What follows belongs to an exercise in optimizing a design on an open flow for small area; a production flow would make more cautious choices.
Only simulation tests tie the RTL to the original design; equivalence was not proved.
No activity file was given, so power comes from the tool's default toggle rates.

==> 04-28 <==
==> flow/design.v <==
`timescale 1ns / 1ns
module flash_driver#(
    parameter                                   BLOCK_SIZE         = 64*1024,
    parameter                                   PAGE_SIZE          = 256   ,
    parameter                                   BLCOK_WIDTH        = $clog2(BLOCK_SIZE)
)
(
    input                                       clk                 ,
    input                                       rst                 ,
    output reg                                  spi_cs              ,
    output                                      spi_sdo             ,
    input                                       spi_sdi             ,
    input                                       flash_start         ,
    input                                       flash_wr_rd         , 
    input              [BLCOK_WIDTH-1: 0]       flash_length        ,
    input              [23: 0]                  flash_addr          ,
    input              [7: 0]                   flash_wr_data       ,
    output reg                                  flash_wr_req        ,
    output reg         [7: 0]                   flash_rd_data       ,
    output reg                                  flash_rd_vld        ,
    output                                      flash_busy
);
    localparam [2:0] IDLE   = 3'd0,
                     STAT   = 3'd1,
                     WREN   = 3'd2,
                     BERASE = 3'd3,
                     PP     = 3'd4,
                     RD     = 3'd5,
                     FIN    = 3'd6;
    reg  [2:0]  st;
    reg  [2:0]  nst;
    reg         erased;      
    reg  [2:0]  bcnt;        
    reg  [2:0]  ph;          
    reg  [23:0] a;
    reg  [15:0] len;
    wire s_idle = (st == IDLE);
    wire s_stat = (st == STAT);
    wire s_wren = (st == WREN);
    wire s_ber  = (st == BERASE);
    wire s_pp   = (st == PP);
    wire s_rd   = (st == RD);
    wire s_fin  = (st == FIN);
    wire bit7   = (bcnt == 3'd7);
    wire p0     = (ph == 3'd0);
    wire p3     = (ph == 3'd3);
    wire pdat   = ph[2];
    wire paddr  = ~ph[2] & (ph[1:0] != 2'd0);
    wire p3d    = p3 | pdat;
    wire eq     = (a[15:0] == len);
    wire pgend  = (a[7:0] == 8'd0);
    assign flash_busy = ~s_idle;
    always @(*) begin
        nst = st;
        case (st)
            IDLE:   if (flash_start) nst = STAT;
            STAT:   if (bit7 && !p0 && !spi_sdi) nst = flash_wr_rd ? RD : WREN;
            WREN:   if (bit7) nst = erased ? PP : BERASE;
            BERASE: if (bit7 && p3) nst = STAT;
            PP:     if (bit7 && p3d && eq) nst = FIN;
                    else if (bit7 && pdat && pgend) nst = STAT;
            RD:     if (bit7 && p3d && eq) nst = FIN;
            FIN:    nst = IDLE;
            default: nst = IDLE;
        endcase
    end
    always @(posedge clk) begin
        if (rst) st <= IDLE;
        else     st <= nst;
    end
    always @(posedge clk) begin
        spi_cs <= rst | s_idle | s_fin | (nst != st);
    end
    always @(posedge clk) begin
        erased <= ~s_idle & (erased | s_ber);
    end
    always @(posedge clk) begin
        if (spi_cs) begin
            bcnt <= 3'd0;
            ph   <= 3'd0;
        end else begin
            bcnt <= bcnt + 3'd1;
            if (bit7 && !ph[2]) ph <= ph + 3'd1;
        end
    end
    wire shift_hi = ~spi_cs & paddr & (s_ber | s_pp | s_rd) & (s_rd | ~p3);
    wire shift_lo = ~spi_cs & paddr & s_rd;
    wire inc      = ~spi_cs & pdat & (bcnt == 3'd0) & (s_pp | s_rd);
    always @(posedge clk) begin
        if (flash_start) begin
            a   <= flash_addr;
            len <= flash_length;
        end else begin
            if (shift_hi) a[23:8] <= {a[22:8], s_rd ? a[7] : a[23]};
            if (shift_lo) a[7:0]  <= {a[6:0], 1'b0};
            if (inc)      a[15:0] <= a[15:0] + 16'd1;
        end
    end
    always @(posedge clk) begin
        if (s_pp && bit7) flash_rd_data <= flash_wr_data;
        else              flash_rd_data <= {flash_rd_data[6:0], spi_sdi};
    end
    always @(posedge clk) begin
        flash_wr_req <= ~rst & s_pp & (bcnt == 3'd5) & p3d & ~eq & (p3 | ~pgend);
        flash_rd_vld <= s_rd & pdat & bit7;
    end
    reg cmd_bit;
    always @(*) begin
        case (st)
            STAT:    cmd_bit = (bcnt == 3'd5) | (bcnt == 3'd7);                     
            WREN:    cmd_bit = (bcnt == 3'd5) | (bcnt == 3'd6);                     
            BERASE:  cmd_bit = (bcnt == 3'd0) | (bcnt == 3'd1) | (bcnt == 3'd3)
                             | (bcnt == 3'd4);                                       
            PP:      cmd_bit = (bcnt == 3'd6);                                       
            RD:      cmd_bit = (bcnt == 3'd6) | (bcnt == 3'd7);                     
            default: cmd_bit = 1'b0;
        endcase
    end
    assign spi_sdo = p0    ? cmd_bit :
                     paddr ? (a[23] & (s_ber | s_pp | s_rd) & (s_rd | ~p3)) :
                             (flash_rd_data[7] & s_pp);
endmodule
==> flow/run.sh <==
#!/bin/bash
# synth_recipe.tcl (not shown) runs the flow's synth.tcl, then flattens the netlist and writes it again
# the make line also repeats each setting of config.mk as NAME=value (left out here)
make -C /OpenROAD-flow-scripts/flow DESIGN_CONFIG=/design/flow/config.mk WORK_HOME=/design/flow/orfs CLKGATE_MAP_FILE= SYNTH_SCRIPT=/design/flow/synth_recipe.tcl finish
==> flow/config.mk <==
export PLATFORM = sky130hd
export DESIGN_NAME = flash_driver
export DESIGN_NICKNAME = flash_driver
export VERILOG_FILES = /design/flow/design.v
export SDC_FILE = /design/flow/constraint.sdc
export NUM_CORES = 4
export LEC_CHECK = 0
export CAP_MARGIN = 20
export CORE_MARGIN = 2
export CORE_UTILIZATION = 40
export SLEW_MARGIN = 20
==> flow/constraint.sdc <==
create_clock -name core_clock -period 10.0 [get_ports {clk}]
set_input_delay 2.0000 -clock core_clock [delete_from_list [all_inputs] [get_ports {clk}]]
set_output_delay 2.0000 -clock core_clock [all_outputs]
set_load 0.01 [all_outputs]
==> inputs of 08-14, as changes to 04-28 <==
==> flow/design.v, changed modules only <==
module flash_driver#(
    parameter                                   BLOCK_SIZE         = 64*1024,
    parameter                                   PAGE_SIZE          = 256   ,
    parameter                                   BLCOK_WIDTH        = $clog2(BLOCK_SIZE)
)
(
    input                                       clk                 ,
    input                                       rst                 ,
    output                                      spi_cs              ,
    output                                      spi_sdo             ,
    input                                       spi_sdi             ,
    input                                       flash_start         ,
    input                                       flash_wr_rd         , 
    input              [BLCOK_WIDTH-1: 0]       flash_length        ,
    input              [23: 0]                  flash_addr          ,
    input              [7: 0]                   flash_wr_data       ,
    output                                      flash_wr_req        ,
    output reg         [7: 0]                   flash_rd_data       ,
    output reg                                  flash_rd_vld        ,
    output                                      flash_busy
);
    localparam [2:0] IDLE   = 3'd0,
                     STAT   = 3'd1,
                     WREN   = 3'd5,
                     BERASE = 3'd2,
                     PP     = 3'd6,
                     RD     = 3'd4,
                     FIN    = 3'd7;
    reg  [2:0]  st;
    reg  [2:0]  nst;
    reg         erased;      
    reg  [2:0]  bcnt;        
    reg  [2:0]  ph;          
    reg  [23:0] a;
    reg  [15:0] len;
    wire s_idle = (st == IDLE);
    wire s_stat = (st == STAT);
    wire s_wren = (st == WREN);
    wire s_ber  = (st == BERASE);
    wire s_pp   = (st == PP);
    wire s_rd   = (st == RD);
    wire s_fin  = (st == FIN);
    wire bit7   = (bcnt == 3'd7);
    wire p0     = (ph == 3'd0);
    wire p3     = (ph == 3'd3);
    wire pdat   = ph[2] & ~ph[1];
    wire pre    = ph[2] & ph[1];
    wire paddr  = ~ph[2] & (ph[1:0] != 2'd0);
    wire p3d    = p3 | pdat;
    reg         eqf;         
    wire eq     = eqf;
    wire pgend  = (a[7:0] == 8'd0);
    assign flash_busy = ~s_idle;
    wire leave = bit7 & ((s_stat & ~p0 & ~spi_sdi) | s_wren | (s_ber & p3)
                         | ((s_pp | s_rd) & p3d & eq) | (s_pp & pdat & pgend));
    always @(*) begin
        case (st)
            STAT:    nst = flash_wr_rd ? RD : WREN;
            WREN:    nst = erased ? PP : BERASE;
            BERASE:  nst = STAT;
            PP:      nst = eq ? FIN : STAT;
            default: nst = FIN;
        endcase
    end
    always @(posedge clk) begin
        if (rst | s_fin)  st <= IDLE;
        else if (s_idle)  begin if (flash_start) st <= STAT; end
        else if (leave)   st <= nst;
    end
    assign spi_cs = s_idle | s_fin | pre;
    always @(posedge clk) begin
        erased <= ~s_idle & (erased | s_ber);
    end
    always @(posedge clk) begin
        if (leave | s_idle | s_fin) begin
            bcnt <= 3'd0;
            ph   <= 3'd6;
        end else if (pre) begin
            bcnt <= 3'd0;
            ph   <= 3'd0;
        end else begin
            bcnt <= bcnt + 3'd1;
            if (bit7 && !ph[2]) ph <= ph + 3'd1;
        end
    end
    wire shift    = paddr & ~s_stat;
    wire rot      = pdat & ~bcnt[2] & (s_pp | s_rd);
    wire       first = (bcnt[1:0] == 2'd0);
    reg        cin;          
    always @(*) begin
        case (bcnt[1:0])
            2'd0: cin = 1'b1;
            2'd1: cin = (a[15:12] == 4'd0);
            2'd2: cin = (a[15:8] == 8'd0);
            default: cin = (a[15:4] == 12'd0);
        endcase
    end
    wire [3:0] sum   = a[3:0] + {3'd0, cin};
    reg  [3:0] lnib;
    always @(*) begin
        case (bcnt[1:0])
            2'd0: lnib = len[3:0];
            2'd1: lnib = len[7:4];
            2'd2: lnib = len[11:8];
            default: lnib = len[15:12];
        endcase
    end
    wire [3:0] cmpv = pdat ? sum[3:0] : 4'd0;
    always @(posedge clk) begin
        if (!bcnt[2]) eqf <= (first | eqf) & (cmpv == lnib);
    end
    always @(posedge clk) begin
        if (flash_start) begin
            a   <= flash_addr;
            len <= flash_length;
        end else begin
            if (shift)    a       <= {a[22:0], a[23] & ~s_rd};
            if (rot)      a[15:0] <= {sum[3:0], a[15:4]};
        end
    end
    always @(posedge clk) begin
        if (s_pp && bit7) flash_rd_data <= flash_wr_data;
        else              flash_rd_data <= {flash_rd_data[6:0], spi_sdi};
    end
    always @(posedge clk) begin
        flash_rd_vld <= s_rd & pdat & bit7;
    end
    assign flash_wr_req = s_pp & (bcnt == 3'd6) & p3d & ~eq & (p3 | ~pgend);
    reg cmd_bit;
    always @(*) begin
        case (st)
            STAT:    cmd_bit = (bcnt == 3'd5) | (bcnt == 3'd7);                     
            WREN:    cmd_bit = (bcnt == 3'd5) | (bcnt == 3'd6);                     
            BERASE:  cmd_bit = (bcnt == 3'd0) | (bcnt == 3'd1) | (bcnt == 3'd3)
                             | (bcnt == 3'd4);                                       
            PP:      cmd_bit = (bcnt == 3'd6);                                       
            RD:      cmd_bit = (bcnt == 3'd6) | (bcnt == 3'd7);                     
            default: cmd_bit = 1'b0;
        endcase
    end
    assign spi_sdo = p0    ? cmd_bit :
                     paddr ? (a[23] & ~s_stat) :
                             (flash_rd_data[7] & s_pp);
endmodule
==> flow/flow/run.sh (new file) <==
#!/bin/bash
# Standard synthesis, then the standard layout with:
#  - every combinational cell set to its smallest drive before floorplan (downsize.tcl);
#    repair_design upsizes again where slew or capacitance needs it,
#  - buf_1 port buffers,
#  - clkbuf_4 clock tree without dummy loads.
# Each step's output goes to its own log here.
set -euo pipefail
here=$(pwd)
bash standard.sh synth > synth.log 2>&1
bash standard.sh \
  "PRE_FLOORPLAN_TCL=$here/flow/downsize.tcl" \
  "BUFFER_PORTS_ARGS=-buffer_cell sky130_fd_sc_hd__buf_1" \
  "CTS_ARGS=-repair_clock_nets -dont_use_dummy_load -sink_clustering_enable -buf_list sky130_fd_sc_hd__clkbuf_4" \
  finish > layout.log 2>&1
==> flow/flow/downsize.tcl (new file) <==
# Set every combinational cell to the smallest drive strength of its function; the
# flow's repair_design upsizes again wherever slew or capacitance needs it. Registers
# keep the cell synthesis gave them.
set db [ord::get_db]
set block [ord::get_db_block]
set dont_use [expr {[info exists ::env(DONT_USE_CELLS)] ? $::env(DONT_USE_CELLS) : ""}]
proc ds_dont_use {name pats} {
  foreach p $pats { if {[string match $p $name]} { return 1 } }
  return 0
}
set n 0
foreach inst [$block getInsts] {
  set m [[$inst getMaster] getName]
  if {![regexp {^(sky130_fd_sc_hd__[a-z0-9]+)_([0-9]+)$} $m -> base drv]} { continue }
  if {[regexp {df|dl|sdf|conb|tap|fill|decap|clkbuf|clkinv|probe} $base]} { continue }
  foreach d {0 1 2} {
    if {$d >= $drv} { break }
    set cand ${base}_$d
    set nm [$db findMaster $cand]
    if {$nm == "NULL" || [ds_dont_use $cand $dont_use]} { continue }
    replace_cell [$inst getName] $cand
    incr n
    break
  }
}
puts "downsize: $n cells set to a smaller drive"
==> flow/standard.sh (new file) <==
#!/bin/bash
# synth_recipe.tcl (not shown) runs the flow's synth.tcl, then flattens the netlist and writes it again
# the make line also repeats each setting of config.mk as NAME=value (left out here)
make -C /OpenROAD-flow-scripts/flow DESIGN_CONFIG=/design/flow/config.mk WORK_HOME=/design/flow/orfs CLKGATE_MAP_FILE= SYNTH_SCRIPT=/design/flow/synth_recipe.tcl "${@:-finish}"
removed: flow/run.sh
==> summary of the runs <==
- Sequential power is about the same in 08-14 and 04-28.
- Between 08-14 and 04-28, the lower flip-flop and latch count is in 08-14 (gap 1).
- In 04-28 the critical path depth is lower than in 08-14, by 2.
- Maximum frequency: 08-14 is higher than 04-28 (about 10%).
- Between 04-28 and 08-14, the lower utilization is in 08-14 (gap 3.8 points).
- Between 08-14 and 04-28, the lower cell count is in 08-14 (gap about 13%, measured against 04-28).
- Combinational power: 08-14 is larger than 04-28 (about 11%).

static timing again, ports no longer ideal:
No port has a modelled driver above. Below, the same layouts with a new extraction and two added sets of constraints. Step 1 sets driving cells, clkbuf_16 on the clock port and buf_2 on the other inputs (assumed; they add their load-dependent delay and slew). Step 2, shift: input delay + t, output delay - t, t = (earliest + latest rising clock arrival at the registers) / 2. This alone moves slack from input paths to output paths. Slacks: ideal ports / drivers / drivers and shift; pairs: ideal ports / drivers.
| run | t (ns) | setup slack, ns | worst hold slack (ns) | slew at the worst register clock pin (ns) | worst data-port slew with drivers (ns) |
|---|---|---|---|---|---|
| 04-28 | 0.367 | 5.247 / 5.216 / 5.583 | 0.484 / 0.484 / 0.484 | 0.08 / 0.08 | 0.04 |
| 08-14 | 0.412 | 5.697 / 5.670 / 5.778 | 0.469 / 0.469 / 0.469 | 0.09 / 0.09 | 0.04 |
After both steps every run listed still meets setup and hold.
